From an optimization exercise on the open Yosys and OpenROAD flow, aimed at small area, a short achievable clock period and few clock cycles; shortcuts taken in it are not production practice. At most, simulation tests tie the RTL to the original design; equivalence was not proved. No functional check of the RTL was part of runs 2 to 9. Power figures rest on the tool's default switching activity, not on a simulated workload.

$ cat design/flow/constraint.sdc
create_clock -name core_clock -period 5.0 [get_ports {clock}]
set_input_delay 1.0000 -clock core_clock [delete_from_list [all_inputs] [get_ports {clock}]]
set_output_delay 1.0000 -clock core_clock [all_outputs]
set_load 0.01 [all_outputs]
$ cat design/flow/design.v
module Integrate(
input clock,
input reset,enter,
input [7:0]Nin,
input prog_we,
input [4:0]prog_addr,
input [7:0]prog_data,
output halt,
output [7:0]Nout,
output inwait
);
reg [7:0] mem [0:31];
reg [4:0] FA;       
reg [4:0] OA;       
reg [7:0] IR;       
reg       iok;      
reg [7:0] XI;       
reg       vX;       
reg [7:0] OPR;      
reg       tk;       
reg       df;       
reg       ok;       
reg       inr;      
reg       started;  
reg [7:0] A;
reg       Z;        
wire [2:0] xop = XI[7:5];
wire [4:0] xa  = XI[4:0];
assign halt   = started & vX & (xop == 3'd7);
assign inwait = started & vX & (xop == 3'd4);
assign Nout   = A;
wire stall  = vX & ((xop == 3'd7) | ((xop == 3'd4) & ~(enter & started)));
wire xstore = vX & (xop == 3'd1) & reset;
reg [7:0] An;
reg       Zn;
wire [7:0] axo = A ^ OPR;
wire [7:0] aor = A | OPR;
wire       sum0 = (axo == {aor[6:0], 1'b0});
function [4:0] inc5;
	input [4:0] x;
	inc5 = {x[4] ^ (&x[3:0]), x[3] ^ (&x[2:0]), x[2] ^ (&x[1:0]), x[1] ^ x[0], ~x[0]};
endfunction
wire       xas = vX & ((xop == 3'd2) | (xop == 3'd3));
reg        Sf;
always @* begin
	Sf = A[7];
	if (vX)
		case (xop)
		3'd0: Sf = OPR[7];
		3'd4: if (enter & started) Sf = Nin[7];
		default: ;
		endcase
end
always @* begin
	An = A;
	Zn = Z;
	if (vX)
		case (xop)
		3'd0: begin An = OPR; Zn = (OPR == 8'd0); end
		3'd2: begin An = A + OPR; Zn = sum0; end
		3'd3: begin An = A - OPR; Zn = (A == OPR); end
		3'd4: if (enter & started) begin An = Nin; Zn = (Nin == 8'd0); end
		default: ;
		endcase
end
wire [7:0] Oi    = tk ? OPR : IR;
wire       vO    = tk | iok;
wire [7:0] opnd  = (xstore && xa == OA) ? A : mem[OA];
wire [7:0] fword = (xstore && xa == FA) ? A : mem[FA];
wire       hzn   = vO & (Oi[7:5] == 3'd1) & (Oi[4:0] == FA);
wire       tkn   = vO & (((Oi[7:5] == 3'd5) & Zn) | ((Oi[7:5] == 3'd6) & ~xas & ~Sf));
wire       dfn   = vO & (Oi[7:5] == 3'd6) & xas;
wire       mis   = df & ~A[7];
wire [4:0] OAn   = tkn ? opnd[4:0] : fword[4:0];
wire [4:0] FAn   = tkn ? inc5(Oi[4:0]) : (hzn ? FA : inc5(FA));
wire       wr0 = prog_we && prog_addr == 5'd0;
wire [7:0] w0 = wr0 ? prog_data : mem[0];
wire [7:0] w1 = (prog_we && prog_addr == 5'd1) ? prog_data : mem[1];
wire       cap = prog_we && inr && prog_addr == xa;
wire       ok_n = ~wr0 & (cap | (ok & inr));
wire [7:0] opr_p = cap ? prog_data : OPR;
wire       tk_p = ok_n & ((xop == 3'd5) | (xop == 3'd6));
wire       hz_p = ok_n & (xop == 3'd1) & (xa == 5'd1);
wire [4:0] waddr = prog_we ? prog_addr : xa;
wire [7:0] wdata = prog_we ? prog_data : A;
always @(posedge clock)
	if (prog_we | xstore)
		mem[waddr] <= wdata;
always @(posedge clock) begin
	inr <= ~reset;
	if (!reset) begin
		ok <= ok_n;
		OPR <= opr_p;
		XI <= w0;
		IR <= ok_n ? w1 : w0;
		vX <= ok_n;
		iok <= ~hz_p;
		tk <= tk_p;
		df <= 1'b0;
		FA <= tk_p ? inc5(xa) : (ok_n & ~hz_p) ? 5'd2 : 5'd1;
		OA <= tk_p ? opr_p[4:0] : ok_n ? w1[4:0] : w0[4:0];
	end else if (mis) begin
		vX <= 1'b0;
		df <= 1'b0;
		tk <= 1'b1;
		iok <= 1'b1;
		FA <= inc5(xa);
		OA <= OPR[4:0];
	end else if (!stall) begin
		IR <= fword;
		XI <= Oi;
		OPR <= opnd;
		vX <= vO;
		iok <= ~hzn;
		tk <= tkn;
		df <= dfn;
		FA <= FAn;
		OA <= OAn;
	end
end
always @(posedge clock, negedge reset) begin
	if (!reset) begin
		started <= 1'b0;
		A <= 8'd0;
		Z <= 1'b1;
	end else begin
		started <= 1'b1;
		A <= An;
		Z <= Zn;
	end
end
endmodule
$ cat design/flow/config.mk
export PLATFORM = sky130hd
export DESIGN_NAME = Integrate
export DESIGN_NICKNAME = Integrate
export VERILOG_FILES = /design/flow/design.v
export SDC_FILE = /design/flow/constraint.sdc
export NUM_CORES = 4
export LEC_CHECK = 0
export CAP_MARGIN = 20
export CORE_MARGIN = 2
export CORE_UTILIZATION = 40
export CTS_CLUSTER_DIAMETER = 100
export CTS_CLUSTER_SIZE = 30
export SETUP_SLACK_MARGIN = 2.4
export SLEW_MARGIN = 20
$ cat design/flow/run.sh
#!/bin/bash
# synth_recipe.tcl (not shown) runs the flow's synth.tcl, then flattens the netlist and writes it again
# the make line also repeats each setting of config.mk as NAME=value (left out here)
make -C /OpenROAD-flow-scripts/flow DESIGN_CONFIG=/design/flow/config.mk WORK_HOME=/design/flow/orfs CLKGATE_MAP_FILE= SYNTH_SCRIPT=/design/flow/synth_recipe.tcl finish
==> results.toml, run 1 <==
[run_status]
status = "complete, no violations"

[timing]
relSlewSlack_pct = 34.9
tightest_slew_ps = 973
final.period_utilization_pct = 53.6
setup_tns_ps = 0
setup_ws_ps = 2320
min_period_ps = 2680
fin_skew_ps = 38.3
fin_hold_ws_ps = 487
drv_slew = 0
final-hold-violation-count = 0
max_freq_mhz = 373
grt_setup_unrepaired = "yes"
setup_viol = 0

[cts]
cts_tree = "yes"
cts.path.max_buffers = 3
numCtsBuffers = 17
clock-sinks = 316
clkTransAtPathRegs_ps = 120
worstSkewPairLatency_ps = 550
htreeDepth = 1
root_buffer = "clkbuf_16"

[detailed_routing]
via_count = 11300
drc = 0
firstDrtPassIters = 5
drt_iter0_markers = 1392
viasPerCell = 6.30
ant_nets = 0
wire_per_inst_um = 28.2
wl_um = 50600

[power_and_ir_drop]
ir_drop_mv = 0.264
power_density_mw_per_mm2 = 567
power_leakage_uw = 0.00681

[placement]
dp_hpwl_um = 32400
io_buffers = 34
place_congestion = 0.892
pre_cts_ws_ps = 1170
placed_cells = 1652

[setup_path]
critPathRequiredTime_ps = 5430
crit_family = "buffers and inverters"
cp-end-kind = "flop"
critPathKind = "reg2reg"
cpMostUsedCell = "buf_6"
cp.arrival_ps = 3110
crit_path_max_incr_delay_ps = 440
setup.worst_path.start_class = "flop"
cp_cell_sequence = "buf_6, buf_6, buf_6, or3b_4, o2111ai_4, nand2_2, o32ai_4, a21oi_4, buf_12, buf_16, mux2i_1, o21ai_1, mux2_4"
path_buf_inv = 5
path_max_fanout = 5
cpMaxStageDelayCell = "or3b_4"

[finish]
area_delta_synth_final_pct = 21.4
final_util_pct = 49.3
drive_above_1_share_pct = 38.4
fillers = 3415
final_common_cell = "edfxtp_1"
final_cell_mix = "edfxtp_1, mux4_2, buf_4"
final_cells = 1793
num-nets-final = 1303

[logic_synthesis]
synth_nets = 1185
synthFlopType = "edfxtp_1"
synth_cell_type_count = 67
syn-instance-count = 1130
synth_seq_area_share_pct = 55.9
synth_edf_count = 294
ys_ff_latch = 316
synth.yosys.warnings = 1
synthArstFlopShare_pct = 3.16
syn_area_per_cell_um2 = 14.7
synthesis.area_mm2 = 0.0167

[global_route]
grt_util_all_layers_pct = 22.9
antenna_found_initial = 1
grt_pass1_vias = 11100
grt_overflow = 0
grt_max_degree = 42
grt_pass1_wl_um = 73700

[floorplan]
chipHeight_um = 208
num_rows = 74
dieArea_mm2 = 0.0433
io_pins = 35
dieWidth_um = 208
core-area_mm2 = 0.0410
initial_core_util_pct = 40.6

[hold_path]
hold_class = "reg2reg"

[job]
maxCapViolCount = 0
[kinds of logic after synthesis]
family / synth area share [%]
other cells: 0.0225
buf+inv: 2.52
xor+xnor: 2.00
simple gates: 7.55
flops: 55.9
compound gates: 7.26
mux: 22.4
fa+ha+maj: 2.34
[registers in the layout (all words and copies together) (netlist names), named ones only]
register and cells:
A 8, FA 5, IR 8, OA 5, OPR 8, XI 8, Z 1, df 1
inr 1, iok 1, mem 256, ok 1, started 1, tk 1, vX 1
[layout make-up]
cell class / instances / area [um2] / area share [%]
Timing Repair Buffer: 168 / 1740 / 8.61
Sequential cell: 316 / 9350 / 46.2
Antenna cell: 2 / 5.00 / 0.0247
Multi-Input combinational cell: 716 / 7780 / 38.4
Clock buffer: 21 / 440 / 2.18
Tap cell: 532 / 666 / 3.29
Clock inverter: 9 / 135 / 0.668
Inverter: 29 / 114 / 0.563
[what timing repair did]
action	4_1_cts	5_1_grt
hold buffers	0	0
setup endpoints to repair	349	136
cloned	4	2
pin swaps	23	35
buffers inserted	67	36
hold endpoints to repair	0	0
gates resized for setup	171	73
[worst paths after layout]
kind | startpoint | to | slack, ps | cells after the start
max in group asynchronous | reset | Z | 4150 | 2
worst max-delay path | XI[6] | flop | 2320 | 13
worst min-delay path | df | df | 490 | 2
min in group asynchronous | reset | started | 530 | 2
worst min register to register | df | df | 490 | 2
worst max register to register | XI[6] | flop | 2320 | 13
[worst reg2reg max path: cells and delay by family, from the launching register on]
family          cells  cell delay (ps)
flops               1              430
buf+inv             5              640
compound gates      4              570
mux                 2              420
simple gates        2              530
[report_power, final]
group	switching, uW	internal [uW]
sequential	497	3350
clock	963	691
combinational	3110	2870
total	4570	6910
[cell usage after synthesis (12+ instances only)]
master	n	area [um2]
nand2_1	77	289
buf_2	24	120
mux2i_1	37	370
xor2_1	17	149
edfxtp_1	294	8830
nand3_1	21	105
clkbuf_1	40	150
mux4_2	140	3150
ha_1	28	350
inv_1	29	109
a21oi_1	32	160
nor2_1	80	300
nor4_1	16	100
o21ai_0	42	210
o22ai_1	52	325
dfxtp_1	12	240
mux2_2	17	191
a31oi_1	12	75.1
xnor2_1	21	184
[metrics by stage]
stage	power, uW	area, um2
global route	11900	20200
finish	11500	20200
detailed placement	8470	17700
CTS	10900	19500
global placement	8430	17700
floorplan	6940	16700
[metal layers]
metal / wire [um] / vias up / track usage, % / part of all wire (%)
met5: 0 / - / 0 / 0
met4: 1610 / 0 / 6.65 / 3.2
met3: 4130 / 82 / 3.09 / 8.2
met2: 24200 / 601 / 37.5 / 48
met1: 20700 / 5816 / 32.3 / 41
li1: - / 4789 / - / -
Testbench counts, summed over its fixed seeds: cycles 11,113.
==> run 2: changes to the inputs <==
--- a/design/flow/design.v
+++ b/design/flow/design.v
@@ -27,6 +27,7 @@
 wire [2:0] xop = XI[7:5];
 wire [4:0] xa  = XI[4:0];
-assign halt   = started & vX & (xop == 3'd7);
-assign inwait = started & vX & (xop == 3'd4);
+reg       halt_r, inwait_r;
+assign halt   = halt_r;
+assign inwait = inwait_r;
 assign Nout   = A;
 wire stall  = vX & ((xop == 3'd7) | ((xop == 3'd4) & ~(enter & started)));
@@ -122,8 +123,20 @@
 	if (!reset) begin
 		started <= 1'b0;
+		halt_r <= 1'b0;
+		inwait_r <= 1'b0;
 		A <= 8'd0;
 		Z <= 1'b1;
 	end else begin
 		started <= 1'b1;
+		if (mis) begin
+			halt_r <= 1'b0;
+			inwait_r <= 1'b0;
+		end else if (stall) begin
+			halt_r <= vX & (xop == 3'd7);
+			inwait_r <= vX & (xop == 3'd4);
+		end else begin
+			halt_r <= vO & (Oi[7:5] == 3'd7);
+			inwait_r <= vO & (Oi[7:5] == 3'd4);
+		end
 		A <= An;
 		Z <= Zn;
--- a/design/flow/config.mk
+++ b/design/flow/config.mk
@@ -10,5 +10,5 @@
 export CORE_UTILIZATION = 40
 export CTS_CLUSTER_DIAMETER = 100
-export CTS_CLUSTER_SIZE = 30
+export CTS_CLUSTER_SIZE = 24
 export SETUP_SLACK_MARGIN = 2.4
 export SLEW_MARGIN = 20
==> results.toml, run 2 <==
[floorplan]
dieWidth_um = 210
num_rows = 75
io_pins = 35
dieArea_mm2 = 0.0443
initial_core_util_pct = 40.6
core-area_mm2 = 0.0419
chipHeight_um = 210

[logic_synthesis]
ys_ff_latch = 318
synth_seq_area_share_pct = 55.0
synthFlopType = "edfxtp_1"
synth_edf_count = 294
synth_cell_type_count = 71
yosysMostFrequentCell = "edfxtp_1"
synth.yosys.warnings = 1
syn-instance-count = 1164
synth_largest_area_cell = "edfxtp_1"
synth_nets = 1219
netlist_top_cells_count = "edfxtp_1, mux4_2, nand2_1, nor2_1, o21ai_0"
synthTopCellsByArea = "edfxtp_1, mux4_2, nand2_1"
synthArstFlopShare_pct = 3.77
synthesis.area_mm2 = 0.0170
syn_area_per_cell_um2 = 14.6
synth_top_area_share_pct = 51.8

[finish]
multi_input_comb_area_mm2 = 0.00811
seq_area_mm2 = 0.00940
diodes = 0
regMostFlops = "mem"
fillers = 3491
largest_reg_flops = 256
final_common_cell = "edfxtp_1"
area_delta_synth_final_pct = 22.5
final_cell_mix = "edfxtp_1, mux4_2, buf_4"
design_area_mm2 = 0.0209
num-nets-final = 1355
drive_above_1_share_pct = 40.6

[cts]
clkTransAtPathRegs_ps = 110
numCtsBuffers = 17
cts.path.max_buffers = 3
worstSkewPairLatency_ps = 530
cts_tree = "yes"
root_buffer = "clkbuf_16"
htreeDepth = 1
clock-sinks = 318

[timing]
grt_setup_unrepaired = "yes"
relSlewSlack_pct = 39.3
final.period_utilization_pct = 58.0
fin_skew_ps = 18.8
drv_slew = 0
max_freq_mhz = 345
setup_tns_ps = 0
min_period_ps = 2900
final-hold-violation-count = 0
tightest_slew_ps = 909
setup_viol = 0

[global_route]
grt_pass1_vias = 11300
grt_util_all_layers_pct = 23.4
antenna_found_initial = 0
grt_util_met3_pct = 4.63
grt_max_degree = 45
grt_overflow = 0
grt.busiest_layer = "met2"
use_met2_pct = 37.9
grt_pass1_wl_um = 75600
gr-usage-met1_pct = 32.5

[placement]
place_area_mm2 = 0.0181
place_congestion = 0.959
io_buffers = 34
dp_hpwl_um = 34200

[setup_path]
crit_family = "multiplexers"
critPathRequiredTime_ps = 5410
path_max_fanout = 6
setup.worst_path.start_class = "flop"
reg2reg_depth = 9
cp-end-kind = "flop"
cpMaxStageDelayCell = "or4_4"
cpMostUsedCell = "mux4_2"
cp_cell_sequence = "buf_12, mux4_2, mux2i_1, mux4_2, nor2_1, a21oi_2, nor3b_2, or4_4, mux2_4"
crit_path_max_incr_delay_ps = 540
critPathKind = "reg2reg"
cp.arrival_ps = 3310
path_buf_inv = 1
r2r_setup_slack_ps = 2100

[power_and_ir_drop]
power_leakage_uw = 0.00703
power_density_mw_per_mm2 = 555
ir_drop_mv = 0.248

[detailed_routing]
via_count = 11600
firstDrtPassIters = 6
viasPerCell = 6.25
ant_nets = 0
wire_per_inst_um = 28.6
drc = 0
wl_um = 53000
drt_iter0_markers = 1365

[job]
maxCapViolCount = 0

[run_status]
status = "complete, no violations"

[hold_path]
hold_class = "in2async"
-- run 2: changes by cell type after synthesis, sizes merged, moves of 7 or more --
cell | before | now
o22ai | 52 | 8
nand2 | 78 | 105
or3 | 10 | 3
buf | 30 | 42
a22oi | 5 | 22
o21ai | 44 | 53
-- run 2: cell families after synthesis --
family                     count (synthesis)  synth area share [%]
xor gates and xnor gates                  39                  2.05
and+or+nand+nor                          274                  7.61
muxes                                    204                  22.8
buffers and inverters                    107                  2.87
AOI/OAI and AO/OA                        191                  7.33
adders and majority gates                 30                  2.29
DFF                                      318                  55.0
other                                      1                0.0220
-- run 2: final cells by class --
cell class,instances,area share [%]
inverter,30,0.587
clock inverter,4,0.156
clock buffer,26,2.20
sequential,318,45.0
timing repair buffer,194,9.94
multi-input combinational,739,38.9
tap,539,3.23
-- run 2: worst max path at each step --
stage,from,to,slack [ps],depth (start not counted)
6_report,flop,flop,2100,9
5_1_grt,flop,flop,2090,9
4_1_cts,flop,flop,2170,9
3_5_place_dp,prog_addr[3],flop,970,9
3_3_place_gp,prog_addr[3],flop,1060,9
2_1_floorplan,prog_we,mem[0][1],1880,3
-- run 2: timing repair --
action / 4_1_cts / 5_1_grt
hold buffers: 0 / 0
pin swaps: 26 / 45
buffers inserted: 75 / 49
resized for setup: 163 / 109
cloned: 2 / 3
endpoints found under the setup margin: 330 / 259
-- run 2: stage by stage --
stage,instances,worst slack (ps),util (%),power [uW],hold WS [ps]
global route,1850,2090,49.8,12000,521
CTS,1798,2170,47.4,10900,536
finish,1850,2100,49.8,11600,514
floorplan,1164,1880,-,7050,469
detailed placement,1691,969,43.1,8540,512
global placement,1691,1060,43.1,8510,490
-- run 2: per-layer routing --
metal	up-vias	part of all wire (%)
met2	529	48
met5	-	0
met3	80	7.8
met1	6052	41
li1	4909	-
met4	0	2.9
-- run 2: power breakdown --
part	leakage [uW]	total (uW)	internal (uW)	switching, uW
Sequential	0.00295	3800	3360	442
Combinational	0.00384	6230	2970	3260
Clock	0.000236	1540	656	885
Total	0.00703	11600	6990	4580
==> run 3: changes to the inputs <==
--- a/design/flow/design.v
+++ b/design/flow/design.v
@@ -53,4 +53,5 @@
 		endcase
 end
+wire [7:0] addsub = A + (OPR ^ {8{xop[0]}}) + {7'd0, xop[0]};
 always @* begin
 	An = A;
@@ -59,6 +60,6 @@
 		case (xop)
 		3'd0: begin An = OPR; Zn = (OPR == 8'd0); end
-		3'd2: begin An = A + OPR; Zn = sum0; end
-		3'd3: begin An = A - OPR; Zn = (A == OPR); end
+		3'd2: begin An = addsub; Zn = sum0; end
+		3'd3: begin An = addsub; Zn = (A == OPR); end
 		3'd4: if (enter & started) begin An = Nin; Zn = (Nin == 8'd0); end
 		default: ;
==> results.toml, run 3 <==
[placement]
io_buffers = 34
dp_hpwl_um = 33000
placed_cells = 1640
place_congestion = 0.904

[timing]
min_period_ps = 2700
relSlewSlack_pct = 30.6
fin_hold_ws_ps = 536
setup_viol = 0
max_freq_mhz = 371
fin_skew_ps = 24.9
final.period_utilization_pct = 53.9
tightest_slew_ps = 1040
drv_slew = 0
final-hold-violation-count = 0
grt_setup_unrepaired = "yes"
setup_tns_ps = 0

[detailed_routing]
viasPerCell = 6.16
wl_um = 50300
firstDrtPassIters = 8
via_count = 11000
ant_nets = 0
wire_per_inst_um = 28.3
drt_iter0_markers = 1130
drc = 0

[setup_path]
setup.worst_path.start_class = "primary input"
reg2reg_depth = 7
cp.depth = 5
path_buf_inv = 2
cpMaxStageDelayCell = "o31a_1"
cp-end-kind = "flop"
cp.arrival_ps = 2860
path_max_fanout = 26
crit_family = "simple AND/OR/NAND/NOR gates"
cp_cell_sequence = "clkbuf_4, buf_4, nand4_1, o31a_1, nor2_2"
critPathKind = "in2reg"
crit_path_max_incr_delay_ps = 540
critPathRequiredTime_ps = 5160

[power_and_ir_drop]
power_uw = 11300
power_density_mw_per_mm2 = 557
power_leakage_uw = 0.00677
ir_drop_mv = 0.251

[hold_path]
hold_class = "reg2reg"
whs_path_depth = 2

[logic_synthesis]
synth_top_area_share_pct = 52.2
synthesis.area_mm2 = 0.0169
synth_edf_count = 294
synthTopCellsByArea = "edfxtp_1, mux4_2, mux2i_1"
synthFlopType = "edfxtp_1"
synth_cell_type_count = 81
netlist_top_cells_count = "edfxtp_1, mux4_2, nor2_1, nand2_1, mux2i_1"
ys_ff_latch = 318
yosysMostFrequentCell = "edfxtp_1"
synth_largest_area_cell = "edfxtp_1"
syn_area_per_cell_um2 = 15.3
synth_nets = 1153
synth.yosys.warnings = 1
synthArstFlopShare_pct = 3.77
synth_seq_area_share_pct = 55.4
syn-instance-count = 1107

[cts]
root_buffer = "clkbuf_16"
cts.path.max_buffers = 3
clock-sinks = 318
numCtsBuffers = 18
htreeDepth = 1
clkTransAtPathRegs_ps = 100
worstSkewPairLatency_ps = 540
ctsHoldBuffers = 0
cts_tree = "yes"

[floorplan]
dieWidth_um = 210
num_rows = 75
dieArea_mm2 = 0.0439
initial_core_util_pct = 40.4
chipHeight_um = 210
core-area_mm2 = 0.0419
io_pins = 35

[global_route]
grt_pass1_wl_um = 72300
grt_max_degree = 33
antenna_found_initial = 0
grt_overflow = 0
grt_pass1_vias = 10700
grt_util_all_layers_pct = 22.5

[finish]
regMostFlops = "mem"
area_delta_synth_final_pct = 19.7
num-nets-final = 1281
fillers = 3520
final_cell_mix = "edfxtp_1, mux4_2, buf_4"
largest_reg_flops = 256
final_common_cell = "edfxtp_1"
drive_above_1_share_pct = 40.2
diodes = 0
final_cells = 1780
final_util_pct = 48.4

[job]
maxCapViolCount = 0

[run_status]
status = "complete, no violations"
[run 3: cell count changes in the layout (fill, tap and decap cells not counted), sizes merged, moves of 7 or more]
cell	previous run	this run
a22oi	22	5
nand3b	11	4
buf	163	147
nand2	105	74
mux2i	38	62
a21oi	39	30
ha	28	20
[run 3: worst register-to-register path, delay by kind of cell (launching register included)]
kind / cells / cell delay [ps]
AO/OA/AOI/OAI: 2 / 430
flip-flops: 1 / 570
multiplexers: 3 / 1020
AND/OR/NAND/NOR: 1 / 100
buffers and inverters: 1 / 310
[run 3: worst paths after layout]
| kind | from | slack [ps] | endpoint |
|---|---|---|---|
| worst min register to register | df | 540 | df |
| worst max register to register | flop | 2320 | OA[0] |
| worst max-delay path | reset | 2300 | mem[19][6] |
| min in group asynchronous | reset | 740 | halt_r |
| max in group asynchronous | reset | 3970 | Z |
| worst min-delay path | df | 540 | df |
[run 3: cell families after synthesis]
group	share of synthesized area [%]
flops	55.4
other cells	0.0222
buf+inv	2.95
mux	24.8
simple gates	7.04
fa+ha+maj	1.60
xor+xnor	2.23
compound gates	5.90
[run 3: layout make-up]
| cell class | instances | area, um2 | share of cell area (%) |
|---|---|---|---|
| Clock buffer | 19 | 454 | 2.24 |
| Clock inverter | 7 | 95.1 | 0.470 |
| Inverter | 25 | 96.3 | 0.476 |
| Multi-Input combinational cell | 694 | 7740 | 38.2 |
| Sequential cell | 318 | 9400 | 46.4 |
| Tap cell | 539 | 674 | 3.33 |
| Timing Repair Buffer | 178 | 1790 | 8.82 |
[run 3: power by group]
group	total (uW)	switching (uW)	internal, uW
registers	3770	394	3370
clock network	1640	911	732
logic	5860	3030	2840
total	11300	4330	6940
[run 3: metrics by stage]
stage | setup WS [ps] | cell area [um2]
floorplan | 2230 | 17000
global placement | 1270 | 17900
detailed placement | 1180 | 17900
CTS | 2190 | 19500
global route | 2240 | 20200
finish | 2300 | 20200
[run 3: timing repair]
action                                 4_1_cts  5_1_grt
cloned                                       1        2
endpoints found under the hold margin        0        0
setup endpoints to repair                  465      271
gates resized for setup                    138       86
setup buffers                               61       50
pin swaps                                   18       30
[run 3: per-layer routing]
layer	GRT usage, %	routed length [um]	up-vias
met5	0	0	-
met4	6.97	1870	0
met3	2.57	3660	102
met2	38.0	24600	509
met1	30.6	20200	5648
li1	-	-	4706
==> run 4: changes to the inputs <==
--- a/design/flow/design.v
+++ b/design/flow/design.v
@@ -43,11 +43,12 @@
 endfunction
 wire       xas = vX & ((xop == 3'd2) | (xop == 3'd3));
-reg        Sf;
+reg        Sf, Zf;
 always @* begin
 	Sf = A[7];
+	Zf = Z;
 	if (vX)
 		case (xop)
-		3'd0: Sf = OPR[7];
-		3'd4: if (enter & started) Sf = Nin[7];
+		3'd0: begin Sf = OPR[7]; Zf = (OPR == 8'd0); end
+		3'd4: if (enter & started) begin Sf = Nin[7]; Zf = (Nin == 8'd0); end
 		default: ;
 		endcase
@@ -71,7 +72,7 @@
 wire [7:0] fword = (xstore && xa == FA) ? A : mem[FA];
 wire       hzn   = vO & (Oi[7:5] == 3'd1) & (Oi[4:0] == FA);
-wire       tkn   = vO & (((Oi[7:5] == 3'd5) & Zn) | ((Oi[7:5] == 3'd6) & ~xas & ~Sf));
-wire       dfn   = vO & (Oi[7:5] == 3'd6) & xas;
-wire       mis   = df & ~A[7];
+wire       tkn   = vO & ~xas & (((Oi[7:5] == 3'd5) & Zf) | ((Oi[7:5] == 3'd6) & ~Sf));
+wire       dfn   = vO & xas & ((Oi[7:5] == 3'd5) | (Oi[7:5] == 3'd6));
+wire       mis   = df & ((xop == 3'd5) ? Z : ~A[7]);
 wire [4:0] OAn   = tkn ? opnd[4:0] : fword[4:0];
 wire [4:0] FAn   = tkn ? inc5(Oi[4:0]) : (hzn ? FA : inc5(FA));
--- a/design/flow/config.mk
+++ b/design/flow/config.mk
@@ -10,5 +10,5 @@
 export CORE_UTILIZATION = 40
 export CTS_CLUSTER_DIAMETER = 100
-export CTS_CLUSTER_SIZE = 24
+export CTS_CLUSTER_SIZE = 26
 export SETUP_SLACK_MARGIN = 2.4
 export SLEW_MARGIN = 20
==> results.toml, run 4 <==
[global_route]
grt_overflow = 0
antenna_found_initial = 0
grt_pass1_wl_um = 79300
grt_pass1_vias = 11600
grt_max_degree = 41
grt_util_all_layers_pct = 24.5

[cts]
root_buffer = "clkbuf_16"
clkTransAtPathRegs_ps = 110
worstSkewPairLatency_ps = 540
cts.path.max_buffers = 3
numCtsBuffers = 17
clock-sinks = 318
htreeDepth = 1
ctsHoldBuffers = 0
cts_tree = "yes"

[timing]
tightest_slew_ps = 753
relSlewSlack_pct = 49.8
setup_tns_ps = 0
fin_skew_ps = 18.2
final.period_utilization_pct = 56.4
fin_hold_ws_ps = 324
max_freq_mhz = 355
drv_slew = 0
setup_viol = 0
grt_setup_unrepaired = "yes"
final-hold-violation-count = 0
setup_ws_ps = 2180
min_period_ps = 2820

[setup_path]
critPathRequiredTime_ps = 5490
cp-end-kind = "flop"
path_max_fanout = 6
cp.arrival_ps = 3310
critPathKind = "reg2reg"
setup.worst_path.start_class = "flop"

[finish]
area_delta_synth_final_pct = 20.7
final_cell_mix = "edfxtp_1, mux4_2, buf_4"
num-nets-final = 1374
final_cells = 1872
regMostFlops = "mem"
final_common_cell = "edfxtp_1"
largest_reg_flops = 256
fillers = 3558
diodes = 0
drive_above_1_share_pct = 35.6

[placement]
placed_cells = 1728
dp_hpwl_um = 34800
place_congestion = 0.944
pre_cts_ws_ps = 1050
io_buffers = 34

[floorplan]
dieWidth_um = 210
chipHeight_um = 210
initial_core_util_pct = 40.5
io_pins = 35
core-area_mm2 = 0.0419
dieArea_mm2 = 0.0442
num_rows = 75

[logic_synthesis]
synth.yosys.warnings = 1
synthArstFlopShare_pct = 3.77
synth_largest_area_cell = "edfxtp_1"
synth_cell_type_count = 70
syn-instance-count = 1200
syn_area_per_cell_um2 = 14.2
synthFlopType = "edfxtp_1"
synthesis.area_mm2 = 0.0170
synth_seq_area_share_pct = 55.1
yosysMostFrequentCell = "edfxtp_1"
netlist_top_cells_count = "edfxtp_1, mux4_2, nand2_1, nor2_1, clkbuf_1"
synthTopCellsByArea = "edfxtp_1, mux4_2, mux2i_1"
synth_top_area_share_pct = 51.9
synth_nets = 1246
synth_edf_count = 294
ys_ff_latch = 318

[power_and_ir_drop]
power_leakage_uw = 0.00691
ir_drop_mv = 0.298
power_uw = 11600
power_density_mw_per_mm2 = 563

[detailed_routing]
viasPerCell = 6.42
firstDrtPassIters = 5
via_count = 12000
wl_um = 54600
drt_iter0_markers = 1612
wire_per_inst_um = 29.2
ant_nets = 0
drc = 0

[run_status]
status = "complete, no violations"

[job]
maxCapViolCount = 0

[hold_path]
hold_class = "in2async"
[run 4: cell families after synthesis]
kind of cell	share of synthesized area [%]
flip-flops	55.1
AND/OR/NAND/NOR	9.17
AO/OA/AOI/OAI	8.64
multiplexers	20.7
buffers and inverters	2.42
XOR/XNOR	2.37
adder cells (fa/ha/maj)	1.59
other	0.0220
[run 4: what timing repair did]
action,in CTS,in global routing
resized for setup,138,67
pin swaps,29,20
cloned,4,1
buffers inserted,75,40
hold endpoints to repair,0,0
endpoints found under the setup margin,347,204
[run 4: worst paths after layout]
check | start | end | slack, ps | depth (start not counted)
setup / recovery | XI[5] | flop | 2180 | 8
hold / removal | reset | A[3] | 320 | 1
setup reg to reg | XI[5] | flop | 2180 | 8
hold reg to reg | Z | Z | 510 | 2
max in group asynchronous | reset | halt_r | 3870 | 2
min in group core_clock | Z | Z | 510 | 2
[run 4: critical path, stage by stage (launching register included)]
cell,delay (ps)
edfxtp_1,400
buf_4,170
or3b_4,410
or4_4,540
o211ai_4,120
a41oi_4,260
or4b_4,590
nand4_1,110
mux2_4,160
[run 4: cell type report]
cell class | instances | area, um2 | area share (%)
clock buffers | 18 | 429 | 2.09
clock inverters | 6 | 67.6 | 0.329
inverters | 26 | 101 | 0.494
multi-input cells | 780 | 7950 | 38.7
flip-flops and latches | 318 | 9400 | 45.8
well taps | 539 | 674 | 3.29
repair buffers | 185 | 1900 | 9.24
[run 4: per-stage QoR]
step                      cell area, um2  util [%]
after global placement             18100      43.1
after global routing               20500      48.9
final                              20500      48.9
after floorplan                    17200         -
after CTS                          19900      47.4
after detailed placement           18100      43.1
[run 4: where the power goes]
| part | total (uW) | internal (uW) | leakage (uW) | switching [uW] |
|---|---|---|---|---|
| registers | 3770 | 3370 | 0.00296 | 406 |
| logic | 6220 | 2960 | 0.00371 | 3250 |
| clock network | 1570 | 650 | 0.000244 | 918 |
| total | 11600 | 6980 | 0.00691 | 4580 |
[run 4: routing by layer]
metal | vias to the layer above | wire (um) | global-route usage [%]
met4 | 0 | 1960 | 7.80
met5 | - | 0 | 0
met1 | 6210 | 22900 | 35.4
met3 | 101 | 4700 | 3.40
met2 | 638 | 25000 | 38.5
li1 | 5062 | - | -
==> run 5: changes to the inputs <==
--- a/design/flow/design.v
+++ b/design/flow/design.v
@@ -54,5 +54,4 @@
 		endcase
 end
-wire [7:0] addsub = A + (OPR ^ {8{xop[0]}}) + {7'd0, xop[0]};
 always @* begin
 	An = A;
@@ -61,6 +60,6 @@
 		case (xop)
 		3'd0: begin An = OPR; Zn = (OPR == 8'd0); end
-		3'd2: begin An = addsub; Zn = sum0; end
-		3'd3: begin An = addsub; Zn = (A == OPR); end
+		3'd2: begin An = A + OPR; Zn = sum0; end
+		3'd3: begin An = A - OPR; Zn = (A == OPR); end
 		3'd4: if (enter & started) begin An = Nin; Zn = (Nin == 8'd0); end
 		default: ;
==> results.toml, run 5 <==
[logic_synthesis]
synthesis.area_mm2 = 0.0173
synth_top_area_share_pct = 50.9
netlist_top_cells_count = "edfxtp_1, mux4_2, nor2_1, nand2_1, mux2i_1"
synthArstFlopShare_pct = 3.77
yosysMostFrequentCell = "edfxtp_1"
synth_cell_type_count = 76
syn_area_per_cell_um2 = 13.7
synthFlopType = "edfxtp_1"
synthTopCellsByArea = "edfxtp_1, mux4_2, mux2i_1"
synth.yosys.warnings = 1
synth_largest_area_cell = "edfxtp_1"
ys_ff_latch = 318
synth_edf_count = 294
synth_nets = 1318
synth_seq_area_share_pct = 54.1
syn-instance-count = 1263

[setup_path]
cp-end-kind = "flop"
critPathKind = "reg2reg"
cpMaxStageDelayCell = "mux4_2"
cp_cell_sequence = "buf_12, buf_16, mux4_2, nor2_1, o22ai_2, a211oi_4, a21oi_2, mux2_4, mux2i_1, o221ai_1"
crit_path_max_incr_delay_ps = 550
r2r_setup_slack_ps = 2320
path_buf_inv = 2
setup.worst_path.start_class = "flop"
critPathRequiredTime_ps = 5410
cp.arrival_ps = 3090
path_max_fanout = 6
reg2reg_depth = 10
crit_family = "multiplexers"

[power_and_ir_drop]
power_uw = 11300
power_density_mw_per_mm2 = 552
power_leakage_uw = 0.00692
ir_drop_mv = 0.322

[cts]
ctsHoldBuffers = 0
worstSkewPairLatency_ps = 560
root_buffer = "clkbuf_16"
cts_tree = "yes"
htreeDepth = 1
numCtsBuffers = 17
cts.path.max_buffers = 3
clkTransAtPathRegs_ps = 110
clock-sinks = 318

[global_route]
grt_pass1_wl_um = 79000
grt_overflow = 0
grt_pass1_vias = 11700
grt_max_degree = 54
antenna_found_initial = 1
grt_util_all_layers_pct = 24.4

[finish]
num-nets-final = 1408
diodes = 0
largest_reg_flops = 256
final_cell_mix = "edfxtp_1, mux4_2, nand2_1"
drive_above_1_share_pct = 31.4
final_util_pct = 47.6
regMostFlops = "mem"
design_area_mm2 = 0.0204
final_common_cell = "edfxtp_1"
area_delta_synth_final_pct = 17.8
fillers = 3722

[placement]
place_area_mm2 = 0.0183
pre_cts_ws_ps = 1130
dp_hpwl_um = 35500
place_congestion = 0.902
io_buffers = 34

[timing]
final.period_utilization_pct = 53.6
drv_slew = 0
setup_ws_ps = 2320
tightest_slew_ps = 806
setup_viol = 0
grt_setup_unrepaired = "yes"
final-hold-violation-count = 0
min_period_ps = 2680
relSlewSlack_pct = 46.2
fin_skew_ps = 31.1
max_freq_mhz = 373
setup_tns_ps = 0

[detailed_routing]
wl_um = 54900
drc = 0
wire_per_inst_um = 28.2
via_count = 12000
firstDrtPassIters = 5
viasPerCell = 6.19
drt_iter0_markers = 1312
ant_nets = 0

[floorplan]
num_rows = 76
io_pins = 35
dieWidth_um = 212
dieArea_mm2 = 0.0450
core-area_mm2 = 0.0429
chipHeight_um = 212
initial_core_util_pct = 40.4

[job]
maxCapViolCount = 0

[run_status]
status = "complete, no violations"

[hold_path]
hp-start = "OA[3]"
hold_class = "reg2reg"
whs_path_depth = 1
## run 5: cell count changes after synthesis, sizes merged, moves of 9 or more
cell	previous run	this run
clkbuf	49	28
mux2	20	36
a31oi	23	9
a22o	19	4
nor3b	12	3
mux2i	41	88
a21oi	27	43
nor2	78	106
o21ai	50	62
buf	28	51
mux4	128	112
## run 5: logic make-up after synthesis
group / count (synthesis) / synth area share, %
other cells: 1 / 0.0216
fa+ha+maj: 30 / 2.25
buf+inv: 107 / 2.94
simple gates: 312 / 8.50
mux: 236 / 22.0
flops: 318 / 54.1
compound gates: 219 / 8.20
xor+xnor: 40 / 2.02
## run 5: worst max path at each step
stage,cells after the start,end,slack [ps],from
after CTS,9,flop,2260,flop
after detailed placement,8,flop,1130,reset
final,10,flop,2320,flop
after global routing,10,flop,2260,flop
after floorplan,5,mem[0][5],2090,prog_we
after global placement,8,flop,1130,reset
## run 5: layout make-up
cell class / instances / area, um2 / share of cell area (%)
repair buffers: 150 / 1560 / 7.65
flip-flops and latches: 318 / 9400 / 46.0
clock buffers: 20 / 437 / 2.14
clock inverters: 5 / 62.6 / 0.306
inverters: 28 / 113 / 0.551
well taps: 585 / 732 / 3.58
multi-input cells: 838 / 8110 / 39.7
## run 5: layer usage
metal / part of all wire [%] / track usage (%) / up-vias / routed length [um]
met1: 39 / 32.3 / 6153 / 21600
met2: 48 / 39.9 / 615 / 26100
met4: 5.0 / 10.7 / 0 / 2760
li1: - / - / 5135 / -
met3: 8.0 / 3.86 / 133 / 4410
met5: 0 / 0 / - / 0
## run 5: worst reg2reg max path, cell delays in order (launching register included)
cell      delay, ps
dfxtp_4         440
buf_12          140
buf_16          130
mux4_2          550
nor2_1          190
o22ai_2         140
a211oi_4        260
a21oi_2         110
mux2_4          300
mux2i_1         140
o221ai_1        130
## run 5: what timing repair did
item                       in CTS  in global routing
pin swaps                      11                 20
buffers inserted               60                 21
cloned                          3                  1
setup endpoints to repair     366                157
resized for setup             100                 88
## run 5: power by group
part,total (uW),switching (uW),internal [uW]
Sequential,3800,438,3360
Combinational,5910,3220,2680
Clock,1570,914,653
## run 5: stage by stage
stage / std cells / hold WS, ps
after floorplan: 1263 / 476
after global placement: 1834 / 505
after detailed placement: 1834 / 506
after CTS: 1922 / 541
after global routing: 1944 / 580
final: 1944 / 556
==> run 6: changes to the inputs <==
--- a/design/flow/design.v
+++ b/design/flow/design.v
@@ -43,4 +43,5 @@
 endfunction
 wire       xas = vX & ((xop == 3'd2) | (xop == 3'd3));
+wire       xin = vX & (xop == 3'd4);
 reg        Sf, Zf;
 always @* begin
@@ -50,5 +51,5 @@
 		case (xop)
 		3'd0: begin Sf = OPR[7]; Zf = (OPR == 8'd0); end
-		3'd4: if (enter & started) begin Sf = Nin[7]; Zf = (Nin == 8'd0); end
+		3'd4: Sf = Nin[7];
 		default: ;
 		endcase
@@ -71,6 +72,6 @@
 wire [7:0] fword = (xstore && xa == FA) ? A : mem[FA];
 wire       hzn   = vO & (Oi[7:5] == 3'd1) & (Oi[4:0] == FA);
-wire       tkn   = vO & ~xas & (((Oi[7:5] == 3'd5) & Zf) | ((Oi[7:5] == 3'd6) & ~Sf));
-wire       dfn   = vO & xas & ((Oi[7:5] == 3'd5) | (Oi[7:5] == 3'd6));
+wire       tkn   = vO & ~xas & (((Oi[7:5] == 3'd5) & ~xin & Zf) | ((Oi[7:5] == 3'd6) & ~Sf));
+wire       dfn   = vO & ((xas & ((Oi[7:5] == 3'd5) | (Oi[7:5] == 3'd6))) | (xin & (Oi[7:5] == 3'd5)));
 wire       mis   = df & ((xop == 3'd5) ? Z : ~A[7]);
 wire [4:0] OAn   = tkn ? opnd[4:0] : fword[4:0];
--- a/design/flow/config.mk
+++ b/design/flow/config.mk
@@ -6,5 +6,5 @@
 export NUM_CORES = 4
 export LEC_CHECK = 0
-export CAP_MARGIN = 20
+export CAP_MARGIN = 5
 export CORE_MARGIN = 2
 export CORE_UTILIZATION = 40
@@ -12,3 +12,3 @@
 export CTS_CLUSTER_SIZE = 26
 export SETUP_SLACK_MARGIN = 2.4
-export SLEW_MARGIN = 20
+export SLEW_MARGIN = 5
==> results.toml, run 6 <==
[cts]
cts.path.max_buffers = 3
worstSkewPairLatency_ps = 550
clkTransAtPathRegs_ps = 110
clock-sinks = 318
ctsHoldBuffers = 0
htreeDepth = 1
cts_tree = "yes"
numCtsBuffers = 17
root_buffer = "clkbuf_16"

[global_route]
grt_pass1_wl_um = 76100
grt_max_degree = 65
grt_overflow = 0
antenna_found_initial = 1
grt_util_all_layers_pct = 23.3
grt_pass1_vias = 11200

[logic_synthesis]
synth.yosys.warnings = 1
syn_area_per_cell_um2 = 14.4
synth_seq_area_share_pct = 54.1
netlist_top_cells_count = "edfxtp_1, mux4_2, nor2_1, nand2_1, mux2i_1"
synth_top_area_share_pct = 50.9
yosysMostFrequentCell = "edfxtp_1"
ys_ff_latch = 318
syn-instance-count = 1202
synthTopCellsByArea = "edfxtp_1, mux4_2, mux2i_1"
synthFlopType = "edfxtp_1"
synth_edf_count = 294
synth_largest_area_cell = "edfxtp_1"
synthesis.area_mm2 = 0.0173
synthArstFlopShare_pct = 3.77
synth_nets = 1257
synth_cell_type_count = 79

[power_and_ir_drop]
p_clk_share_pct = 13.8
intPower_uw = 6740
p_switching_uw = 4550
ir_drop_mv = 0.299
power_leakage_uw = 0.00673
swShare_pct = 40.3
power_density_mw_per_mm2 = 557
combPwrFrac_pct = 52.9
seq_power_share_pct = 33.2

[timing]
setup_viol = 0
fin_skew_ps = 28.8
min_period_ps = 2640
max_freq_mhz = 378
relSlewSlack_pct = 18.9
setup_ws_ps = 2360
setup_tns_ps = 0
final.period_utilization_pct = 52.9
final-hold-violation-count = 0
tightest_slew_ps = 1220
drv_slew = 0
grt_setup_unrepaired = "yes"

[detailed_routing]
wl_um = 52500
drc = 0
drt_iter0_markers = 1509
via_count = 11600
firstDrtPassIters = 6
wire_per_inst_um = 27.9
ant_nets = 0
viasPerCell = 6.18

[hold_path]
holdPathEnd = "Z"
whs_path_depth = 2
hp-start = "Z"
hold_class = "reg2reg"

[floorplan]
chipHeight_um = 212
dieWidth_um = 212
core-area_mm2 = 0.0429
io_pins = 35
num_rows = 76
dieArea_mm2 = 0.0450
initial_core_util_pct = 40.4

[finish]
regMostFlops = "mem"
final_cell_mix = "edfxtp_1, mux4_2, buf_4"
diodes = 0
fillers = 3735
area_delta_synth_final_pct = 17.0
largest_reg_flops = 256
final_common_cell = "edfxtp_1"
drive_above_1_share_pct = 32.7
num-nets-final = 1346

[placement]
io_buffers = 34
pre_cts_ws_ps = 1070
dp_hpwl_um = 33700
place_congestion = 0.902

[setup_path]
path_max_fanout = 11
setup.worst_path.start_class = "flop"
r2r_setup_slack_ps = 2360
cp-end-kind = "flop"
critPathKind = "reg2reg"
cp.arrival_ps = 2930
critPathRequiredTime_ps = 5280
rr_endpoint = "OA[1]"
reg2reg_depth = 9

[job]
maxCapViolCount = 0

[run_status]
status = "complete, no violations"
## run 6: cell count changes after synthesis, moves of 7 or more
| cell | change |
|---|---|
| mux4_2 | +24 |
| mux2_2 | -22 |
| o21ai_0 | -23 |
| nor2b_1 | +9 |
| mux2i_1 | -36 |
| nand2_1 | -23 |
| o211ai_1 | -12 |
| a31oi_1 | +7 |
| nor2_1 | -21 |
## run 6: power by group through the flow
stage,combinational (uW),sequential (uW),clock [uW]
2_1_floorplan,3690,3590,0
3_3_place_gp,4430,4330,0
3_5_place_dp,4460,4320,0
4_1_cts,5560,3770,1590
5_1_grt,6310,3780,1670
6_report,5980,3750,1560
## run 6: kinds of logic (layout without fill, tap and decap cells)
kind of cell,after synthesis,in the layout,share of synthesized area [%]
flip-flops,318,318,54.1
AND/OR/NAND/NOR,288,289,8.37
multiplexers,205,205,22.2
AO/OA/AOI/OAI,203,203,7.85
buffers and inverters,118,211,3.31
XOR/XNOR,39,39,1.97
adder cells (fa/ha/maj),30,30,2.25
other,1,1,0.0216
## run 6: worst max-delay path by stage
| stage | startpoint | end | slack (ps) | cells after the start |
|---|---|---|---|---|
| after floorplan | prog_addr[0] | OA[0] | 2130 | 9 |
| after global placement | prog_addr[0] | OA[3] | 1130 | 9 |
| after detailed placement | prog_addr[0] | OA[2] | 1070 | 9 |
| after CTS | OPR[1] | A[7] | 2320 | 9 |
| after global routing | XI[6] | flop | 2290 | 7 |
| final | flop | OA[1] | 2360 | 9 |
## run 6: worst max-delay path, stage by stage (launching register included)
cell and delay [ps]:
dfxtp_4 380, buf_6 180, buf_16 180, buf_4 130, mux4_2 490, mux2i_1 380
a22oi_1 150, nand4_1 240, a221o_1 210, nand2_1 50
## run 6: metal layers
layer / vias up / global-route usage, % / part of all wire [%]
met5: - / 0 / 0
met4: 0 / 8.28 / 3.7
li1: 4982 / - / -
met2: 580 / 36.9 / 47
met3: 97 / 3.04 / 7.9
met1: 5959 / 33.2 / 42
## run 6: area by class of cell
cell class	instances	area [um2]	area share, %
clock inverters	7	65.1	0.321
flip-flops and latches	318	9400	46.4
multi-input cells	767	7960	39.3
well taps	585	732	3.61
inverters	31	124	0.611
clock buffers	17	425	2.10
repair buffers	156	1560	7.69
## run 6: timing repair
item | CTS | global route
buffers inserted | 58 | 34
pin swaps | 14 | 14
endpoints found under the setup margin | 374 | 218
resized for setup | 99 | 50
cloned | 2 | 2
## run 6: metrics by stage
step	util (%)	instances	hold WS [ps]	cell area, um2	total power (uW)
2_1_floorplan	-	1202	489	17600	7280
3_3_place_gp	42.8	1761	520	18400	8760
3_5_place_dp	42.8	1761	518	18400	8770
4_1_cts	46.1	1845	537	19800	10900
5_1_grt	47.3	1881	546	20300	11800
6_report	47.3	1881	540	20300	11300
==> run 7: changes to the inputs <==
--- a/design/flow/config.mk
+++ b/design/flow/config.mk
@@ -6,5 +6,5 @@
 export NUM_CORES = 4
 export LEC_CHECK = 0
-export CAP_MARGIN = 5
+export CAP_MARGIN = 20
 export CORE_MARGIN = 2
 export CORE_UTILIZATION = 40
@@ -12,3 +12,3 @@
 export CTS_CLUSTER_SIZE = 26
 export SETUP_SLACK_MARGIN = 2.4
-export SLEW_MARGIN = 5
+export SLEW_MARGIN = 20
==> results.toml, run 7 <==
[run_status]
status = "complete, no violations"

[global_route]
grt_overflow = 0
grt_max_degree = 65
grt_pass1_wl_um = 76100
grt_pass1_vias = 11200
grt_util_all_layers_pct = 23.3
antenna_found_initial = 1

[detailed_routing]
via_count = 11600
wl_um = 52700
ant_nets = 0
wire_per_inst_um = 27.9
drt_iter0_markers = 1557
viasPerCell = 6.15
firstDrtPassIters = 6
drc = 0

[setup_path]
critPathLaunch = "prog_we"
crit_family = "simple AND/OR/NAND/NOR gates"
cpMaxStageDelayCell = "o31ai_1"
cp-end-kind = "flop"
setup.worst_path.start_class = "primary input"
crit_path_max_incr_delay_ps = 600
cp.depth = 5
cp.arrival_ps = 2880
critPathRequiredTime_ps = 5220
critPathKind = "in2reg"
reg2reg_depth = 9
path_max_fanout = 30
path_buf_inv = 2
cp_cell_sequence = "buf_2, buf_4, o31ai_1, nand2_1, nor2_4"

[hold_path]
hp-start = "Z"
hold_class = "reg2reg"
whs_path_depth = 2

[floorplan]
dieArea_mm2 = 0.0450
dieWidth_um = 212
io_pins = 35
initial_core_util_pct = 40.4
chipHeight_um = 212
num_rows = 76
core-area_mm2 = 0.0429

[timing]
max_freq_mhz = 375
setup_tns_ps = 0
relSlewSlack_pct = 47.9
setup_ws_ps = 2340
final.period_utilization_pct = 53.3
setup_viol = 0
min_period_ps = 2660
drv_slew = 0
tightest_slew_ps = 779
final-hold-violation-count = 0
fin_skew_ps = 31.5
grt_setup_unrepaired = "yes"

[logic_synthesis]
synthArstFlopShare_pct = 3.77
synthesis.area_mm2 = 0.0173
ys_ff_latch = 318
synthFlopType = "edfxtp_1"
synth_seq_area_share_pct = 54.1
synthTopCellsByArea = "edfxtp_1, mux4_2, mux2i_1"
synth_cell_type_count = 79
netlist_top_cells_count = "edfxtp_1, mux4_2, nor2_1, nand2_1, mux2i_1"
synth_edf_count = 294
synth_nets = 1257
yosysMostFrequentCell = "edfxtp_1"
synth_top_area_share_pct = 50.9
syn_area_per_cell_um2 = 14.4
syn-instance-count = 1202
synth.yosys.warnings = 1
synth_largest_area_cell = "edfxtp_1"

[cts]
clock-sinks = 318
worstSkewPairLatency_ps = 550
clkTransAtPathRegs_ps = 110
ctsHoldBuffers = 0
htreeDepth = 1
cts_tree = "yes"
numCtsBuffers = 17
cts.path.max_buffers = 3
root_buffer = "clkbuf_16"

[finish]
largest_reg_flops = 256
area_delta_synth_final_pct = 17.6
final_cell_mix = "edfxtp_1, mux4_2, buf_4"
num-nets-final = 1353
drive_above_1_share_pct = 33.5
diodes = 0
final_common_cell = "edfxtp_1"
regMostFlops = "mem"

[placement]
dp_hpwl_um = 33700
pre_cts_ws_ps = 1070
place_congestion = 0.902
io_buffers = 34

[job]
maxCapViolCount = 0

[power_and_ir_drop]
power_leakage_uw = 0.00678
ir_drop_mv = 0.304
power_density_mw_per_mm2 = 556
==> run 7: final timing paths <==
path,slack (ps),to
max,2340,mem[9][2]
min,540,Z
max reg2reg,2380,OA[1]
min reg2reg,540,Z
max in group asynchronous,3790,A[6]
min in group asynchronous,680,A[5]
==> run 7: logic make-up after synthesis <==
family / after synthesis / share of synthesized area, %
simple gates: 288 / 8.37
xor+xnor: 39 / 1.97
compound gates: 203 / 7.85
mux: 205 / 22.2
fa+ha+maj: 30 / 2.25
buf+inv: 118 / 3.31
other cells: 1 / 0.0216
flops: 318 / 54.1
==> run 7: per-layer routing <==
metal  up-vias  share of wire (%)  track usage, %  wire length [um]
met3        94                7.6            3.04              4030
met2       554                 47            36.9             24800
met4         0                3.5            8.28              1860
li1       4998                  -               -                 -
met5         -                  0               0                 0
met1      5961                 42            33.2             22000
==> run 7: worst min-delay path, stage by stage (launching register included) <==
cell	delay [ps]
dfstp_2	410
nor2_1	100
a31oi_1	50
==> run 7: layout make-up <==
cell class,count,area (um2)
Clock buffer,17,425
Clock inverter,7,65.1
Fill cell,3732,22500
Inverter,31,124
Multi-Input combinational cell,768,8010
Sequential cell,318,9400
Tap cell,585,732
Timing Repair Buffer,162,1620
==> run 7: power by group <==
part | internal, uW | switching, uW | leakage (uW)
logic | 2740 | 3280 | 0.00359
registers | 3370 | 381 | 0.00296
clock network | 645 | 904 | 0.000239
total | 6760 | 4560 | 0.00678
==> run 7: per-stage QoR <==
step	hold slack [ps]	total power (uW)	area (um2)	cells	utilization (%)
3_3_place_gp	520	8760	18400	1761	42.8
2_1_floorplan	489	7280	17600	1202	-
4_1_cts	537	10900	19800	1845	46.1
3_5_place_dp	518	8770	18400	1761	42.8
6_report	544	11300	20400	1888	47.5
5_1_grt	548	11800	20400	1888	47.5
==> run 7: timing repair <==
| item | CTS | global route |
|---|---|---|
| gates cloned | 2 | 3 |
| buffers inserted | 58 | 40 |
| resized for setup | 99 | 58 |
| pin swaps | 14 | 16 |
| endpoints found under the setup margin | 374 | 219 |
==> run 8: changes to the inputs <==
--- a/design/flow/config.mk
+++ b/design/flow/config.mk
@@ -11,4 +11,4 @@
 export CTS_CLUSTER_DIAMETER = 100
 export CTS_CLUSTER_SIZE = 26
-export SETUP_SLACK_MARGIN = 2.4
+export SETUP_SLACK_MARGIN = 2.9
 export SLEW_MARGIN = 20
==> results.toml, run 8 <==
[floorplan]
dieArea_mm2 = 0.0450
chipHeight_um = 212
initial_core_util_pct = 40.4
num_rows = 76
core-area_mm2 = 0.0429
dieWidth_um = 212
io_pins = 35

[setup_path]
setup.worst_path.start_class = "flop"
critPathRequiredTime_ps = 5270
cp.arrival_ps = 2940
cp-end-kind = "flop"
path_max_fanout = 6
critPathKind = "reg2reg"
r2r_setup_slack_ps = 2330
crit_path_max_incr_delay_ps = 570
reg2reg_depth = 9
cp_cell_sequence = "buf_12, buf_6, buf_6, mux4_2, mux4_2, mux2i_2, nand2_1, o211ai_1, o21ai_1"
cpMaxStageDelayCell = "mux4_2"

[detailed_routing]
drc = 0
wire_per_inst_um = 28.5
viasPerCell = 6.17
wl_um = 58200
drt_iter0_markers = 1568
firstDrtPassIters = 5
ant_nets = 0
via_count = 12600

[logic_synthesis]
ys_ff_latch = 318
synth_largest_area_cell = "edfxtp_1"
syn-instance-count = 1202
netlist_top_cells_count = "edfxtp_1, mux4_2, nor2_1, nand2_1, mux2i_1"
synth_seq_area_share_pct = 54.1
synth_nets = 1257
yosysMostFrequentCell = "edfxtp_1"
synth_edf_count = 294
synthTopCellsByArea = "edfxtp_1, mux4_2, mux2i_1"
synthFlopType = "edfxtp_1"
syn_area_per_cell_um2 = 14.4
synth_cell_type_count = 79
synth_top_area_share_pct = 50.9
synthesis.area_mm2 = 0.0173
synthArstFlopShare_pct = 3.77
synth.yosys.warnings = 1

[finish]
design_area_mm2 = 0.0236
num-nets-final = 1506
final_cell_mix = "edfxtp_1, buf_4, mux4_2"
area_delta_synth_final_pct = 35.9
drive_above_1_share_pct = 49.1
final_common_cell = "edfxtp_1"
regMostFlops = "mem"
fillers = 3298
diodes = 0
largest_reg_flops = 256
final_cells = 2042

[placement]
dp_hpwl_um = 33700
place_congestion = 0.901
placed_cells = 1750
io_buffers = 34
place_area_mm2 = 0.0186

[cts]
clkTransAtPathRegs_ps = 110
cts.path.max_buffers = 3
worstSkewPairLatency_ps = 540
root_buffer = "clkbuf_16"
clock-sinks = 318
htreeDepth = 1
cts_tree = "yes"
numCtsBuffers = 17

[timing]
final.period_utilization_pct = 53.5
fin_skew_ps = 23.6
setup_tns_ps = 0
setup_viol = 0
final-hold-violation-count = 0
max_freq_mhz = 374
drv_slew = 0
relSlewSlack_pct = 36.0
grt_setup_unrepaired = "yes"
tightest_slew_ps = 956
min_period_ps = 2670

[hold_path]
whs_path_depth = 1
hold_class = "reg2reg"

[run_status]
status = "complete, no violations"

[global_route]
grt_pass1_vias = 12100
grt_max_degree = 46
grt_pass1_wl_um = 81800
grt_overflow = 0
antenna_found_initial = 2
grt_util_all_layers_pct = 25.3

[power_and_ir_drop]
power_density_mw_per_mm2 = 567
power_leakage_uw = 0.00804
ir_drop_mv = 0.257

[job]
maxCapViolCount = 0
[run 8: cell type report]
cell class | instances | area [um2] | area share [%]
flip-flops and latches | 318 | 9410 | 39.9
multi-input cells | 769 | 9030 | 38.3
repair buffers | 314 | 3730 | 15.8
clock buffers | 21 | 450 | 1.91
inverters | 31 | 149 | 0.632
well taps | 585 | 732 | 3.11
clock inverters | 4 | 53.8 | 0.228
[run 8: cells by family after synthesis]
kind of cell	after synthesis	share of synthesized area, %
other	1	0.0216
and+or+nand+nor	288	8.37
AOI/OAI and AO/OA	203	7.85
xor gates and xnor gates	39	1.97
adders and majority gates	30	2.25
buffers and inverters	118	3.31
muxes	205	22.2
DFF	318	54.1
[run 8: metrics by stage]
stage	utilization [%]	hold slack [ps]	setup WS (ps)	total power (uW)
after global routing	54.9	591	2300	13800
after global placement	43.3	513	1120	8840
after CTS	52.3	540	2370	12400
after floorplan	-	489	2090	7480
after detailed placement	43.3	505	1050	8870
final	54.9	559	2330	13400
[run 8: path summary, 6_finish.rpt]
check,endpoint,startpoint
min in group asynchronous,started,reset
worst max register to register,OPR[7],flop
max in group asynchronous,A[0],reset
worst min-delay path,flop,OA[4]
worst min register to register,flop,OA[4]
worst max-delay path,OPR[7],flop
[run 8: power breakdown]
group          leakage (uW)  switching, uW  internal [uW]
clock              0.000246            905            666
sequential          0.00296            412           3380
combinational       0.00484           4000           3990
total               0.00804           5320           8040
[run 8: critical path, delay by kind of cell (launching register included)]
kind | cells | cell delay, ps
AND/OR/NAND/NOR | 1 | 130
multiplexers | 3 | 1280
buffers and inverters | 3 | 320
flip-flops | 1 | 430
AO/OA/AOI/OAI | 2 | 210
[run 8: routing by layer]
layer / global-route usage [%] / wire (um) / vias up / part of all wire [%]
li1: - / - / 5316 / -
met1: 34.7 / 22600 / 6460 / 39
met2: 40.7 / 27600 / 701 / 47
met3: 4.05 / 5360 / 122 / 9.2
met4: 9.40 / 2570 / 2 / 4.4
met5: 0 / 14 / - / 0.024
[run 8: what timing repair did]
item                                    in CTS  in global routing
endpoints found under the setup margin     361                318
hold buffers                                 0                  0
setup buffers                              204                 47
resized for setup                          313                132
gates cloned                                12                  4
endpoints found under the hold margin        0                  0
pin swaps                                   86                 90
==> run 9: changes to the inputs <==
--- a/design/flow/config.mk
+++ b/design/flow/config.mk
@@ -11,4 +11,4 @@
 export CTS_CLUSTER_DIAMETER = 100
 export CTS_CLUSTER_SIZE = 26
-export SETUP_SLACK_MARGIN = 2.9
+export SETUP_SLACK_MARGIN = 2.6
 export SLEW_MARGIN = 20
==> results.toml, run 9 <==
[logic_synthesis]
synthTopCellsByArea = "edfxtp_1, mux4_2, mux2i_1"
synth_nets = 1257
syn-instance-count = 1202
netlist_top_cells_count = "edfxtp_1, mux4_2, nor2_1, nand2_1, mux2i_1"
yosysMostFrequentCell = "edfxtp_1"
syn_area_per_cell_um2 = 14.4
ys_ff_latch = 318
synth_largest_area_cell = "edfxtp_1"
synth_seq_area_share_pct = 54.1
synth_top_area_share_pct = 50.9
synth_edf_count = 294
synth_cell_type_count = 79
synthesis.area_mm2 = 0.0173
synth.yosys.warnings = 1
synthArstFlopShare_pct = 3.77
synthFlopType = "edfxtp_1"

[hold_path]
hold_class = "reg2reg"

[global_route]
grt_pass1_wl_um = 78900
grt_overflow = 0
grt_pass1_vias = 11600
grt_util_all_layers_pct = 24.1
antenna_found_initial = 0
grt_max_degree = 43

[cts]
cts_tree = "yes"
root_buffer = "clkbuf_16"
htreeDepth = 1
numCtsBuffers = 17
cts.path.max_buffers = 3
ctsHoldBuffers = 0
clock-sinks = 318
clkTransAtPathRegs_ps = 110
worstSkewPairLatency_ps = 540

[detailed_routing]
viasPerCell = 6.12
drc = 0
drt_iter0_markers = 1671
wire_per_inst_um = 27.9
wl_met1_um = 22100
route.met3.wl_um = 4630
routed.top_layer = "met4"
wl_um = 54800
via_count = 12000
ant_nets = 0
firstDrtPassIters = 7
wl_met2_um = 26400

[finish]
regMostFlops = "mem"
diodes = 0
num-nets-final = 1427
drive_above_1_share_pct = 42.2
design_area_mm2 = 0.0217
final_cell_mix = "edfxtp_1, buf_4, mux4_2"
largest_reg_flops = 256
area_delta_synth_final_pct = 25.5
final_common_cell = "edfxtp_1"

[power_and_ir_drop]
ir_drop_mv = 0.228
p_clk_share_pct = 12.5
combPwrFrac_pct = 57.2
intPower_uw = 7450
power_density_mw_per_mm2 = 570
p_switching_uw = 4950
seq_power_share_pct = 30.3
power_leakage_uw = 0.00736
swShare_pct = 39.9

[setup_path]
critPathRequiredTime_ps = 5280
critPathKind = "reg2reg"
cp.arrival_ps = 2930
setup.worst_path.start_class = "flop"
path_max_fanout = 8
cp-end-kind = "flop"

[placement]
io_buffers = 34
place_area_mm2 = 0.0185
place_congestion = 0.903
dp_hpwl_um = 33600

[run_status]
status = "complete, no violations"

[timing]
fin_skew_ps = 23.0
max_freq_mhz = 376
final-hold-violation-count = 0
relSlewSlack_pct = 37.0
setup_tns_ps = 0
tightest_slew_ps = 942
drv_slew = 0
min_period_ps = 2660
final.period_utilization_pct = 53.1
setup_viol = 0
grt_setup_unrepaired = "yes"

[floorplan]
io_pins = 35
dieArea_mm2 = 0.0450
core-area_mm2 = 0.0429
initial_core_util_pct = 40.4
dieWidth_um = 212
chipHeight_um = 212
num_rows = 76

[job]
maxCapViolCount = 0
-- run 9: cell counts after synthesis --
Identical to the previous run, type by type.
-- run 9: metal layers --
metal  up-vias  track usage [%]
li1       5148                -
met1      6159             33.8
met2       617             40.0
met3        94             3.21
met4         0             5.95
met5         -                0
-- run 9: cell families after synthesis --
family,after synthesis,share of synthesized area [%]
mux,205,22.2
buf+inv,118,3.31
other cells,1,0.0216
compound gates,203,7.85
xor+xnor,39,1.97
fa+ha+maj,30,2.25
flops,318,54.1
simple gates,288,8.37
-- run 9: worst max-delay path, cell delays in order, from the launching register on --
cell and delay (ps):
dfxtp_4 470, buf_8 150, buf_4 110, mux4_2 500, mux4_2 560, mux2i_2 260
nand2_1 150, o211ai_1 120, o21ai_1 80
-- run 9: area by class of cell --
| type | count | area, um2 |
|---|---|---|
| fill | 3596 | 21100 |
| multi-input combinational | 767 | 8540 |
| tap | 585 | 732 |
| clock inverter | 7 | 68.8 |
| sequential | 318 | 9400 |
| timing repair buffer | 237 | 2430 |
| inverter | 31 | 136 |
| clock buffer | 18 | 429 |
-- run 9: worst paths after layout --
| check | start | to | cells after the start | slack [ps] |
|---|---|---|---|---|
| max | flop | OPR[6] | 8 | 2340 |
| min | Z | Z | 2 | 560 |
| max reg2reg | flop | OPR[6] | 8 | 2340 |
| min reg2reg | Z | Z | 2 | 560 |
| max in group asynchronous | reset | A[0] | 2 | 3830 |
| min in group asynchronous | reset | A[1] | 2 | 810 |
-- run 9: power groups by stage --
stage / Combinational, uW / Sequential, uW / Clock, uW
after global placement: 4480 / 4320 / 0
final: 7090 / 3750 / 1550
after floorplan: 3750 / 3590 / 0
after global routing: 7440 / 3790 / 1650
after detailed placement: 4500 / 4310 / 0
after CTS: 6360 / 3750 / 1580
-- run 9: per-stage QoR --
stage | instances | utilization, % | hold slack [ps] | worst slack, ps | power (uW)
after detailed placement | 1758 | 43.1 | 512 | 1050 | 8810
after floorplan | 1202 | - | 489 | 2090 | 7340
after CTS | 1917 | 48.7 | 544 | 2370 | 11700
final | 1963 | 50.7 | 556 | 2340 | 12400
after global routing | 1963 | 50.7 | 574 | 2280 | 12900
after global placement | 1758 | 43.1 | 514 | 1150 | 8800
-- run 9: timing repair --
action	in CTS	in global routing
buffers inserted	129	43
resized for setup	189	92
cloned	5	3
setup endpoints to repair	423	168
pin swaps	37	48

re-timing with driven ports:
The results above use ideal ports. As a check the final layouts listed here were re-extracted and re-timed, cells and wires unchanged.
Step 1, drivers: a clkbuf_16 drives clock and a buf_2 each remaining input, both assumed.
Step 2 times the ports against the registers' clock, not the clock port: input delays grow and output delays shrink by t, the midpoint of the rising clock arrivals with the driver on.
Three values: ideal ports, drivers, drivers and shift; two values: the first two.
run | t (ns) | setup slack, ns | latest minus earliest clock arrival (ns) | slew at the worst register clock pin (ns) | worst slew at a driven data input, ns
run 1 | 0.589 | 2.319 / 2.271 / 1.797 | 0.045 / 0.045 | 0.12 / 0.12 | 0.10
run 2 | 0.573 | 2.102 / 2.102 / 1.626 | 0.019 / 0.019 | 0.11 / 0.11 | 0.08
run 3 | 0.580 | 2.303 / 2.319 / 1.744 | 0.031 / 0.030 | 0.11 / 0.11 | 0.08
run 4 | 0.590 | 2.182 / 2.182 / 1.641 | 0.020 / 0.020 | 0.11 / 0.11 | 0.06
run 5 | 0.598 | 2.322 / 2.322 / 1.797 | 0.034 / 0.034 | 0.12 / 0.12 | 0.04
run 6 | 0.584 | 2.357 / 2.357 / 1.836 | 0.034 / 0.034 | 0.11 / 0.11 | 0.08
run 7 | 0.581 | 2.336 / 2.369 / 1.788 | 0.037 / 0.037 | 0.11 / 0.11 | 0.08
run 8 | 0.590 | 2.326 / 2.326 / 1.849 | 0.024 / 0.024 | 0.11 / 0.11 | 0.10
run 9 | 0.575 | 2.343 / 2.343 / 1.896 | 0.029 / 0.029 | 0.11 / 0.11 | 0.09
After both steps setup and hold are still met in every run listed. The setup slack of run 3, which loses most, moves by +0.016 ns with the drivers and by -0.559 ns with both steps.
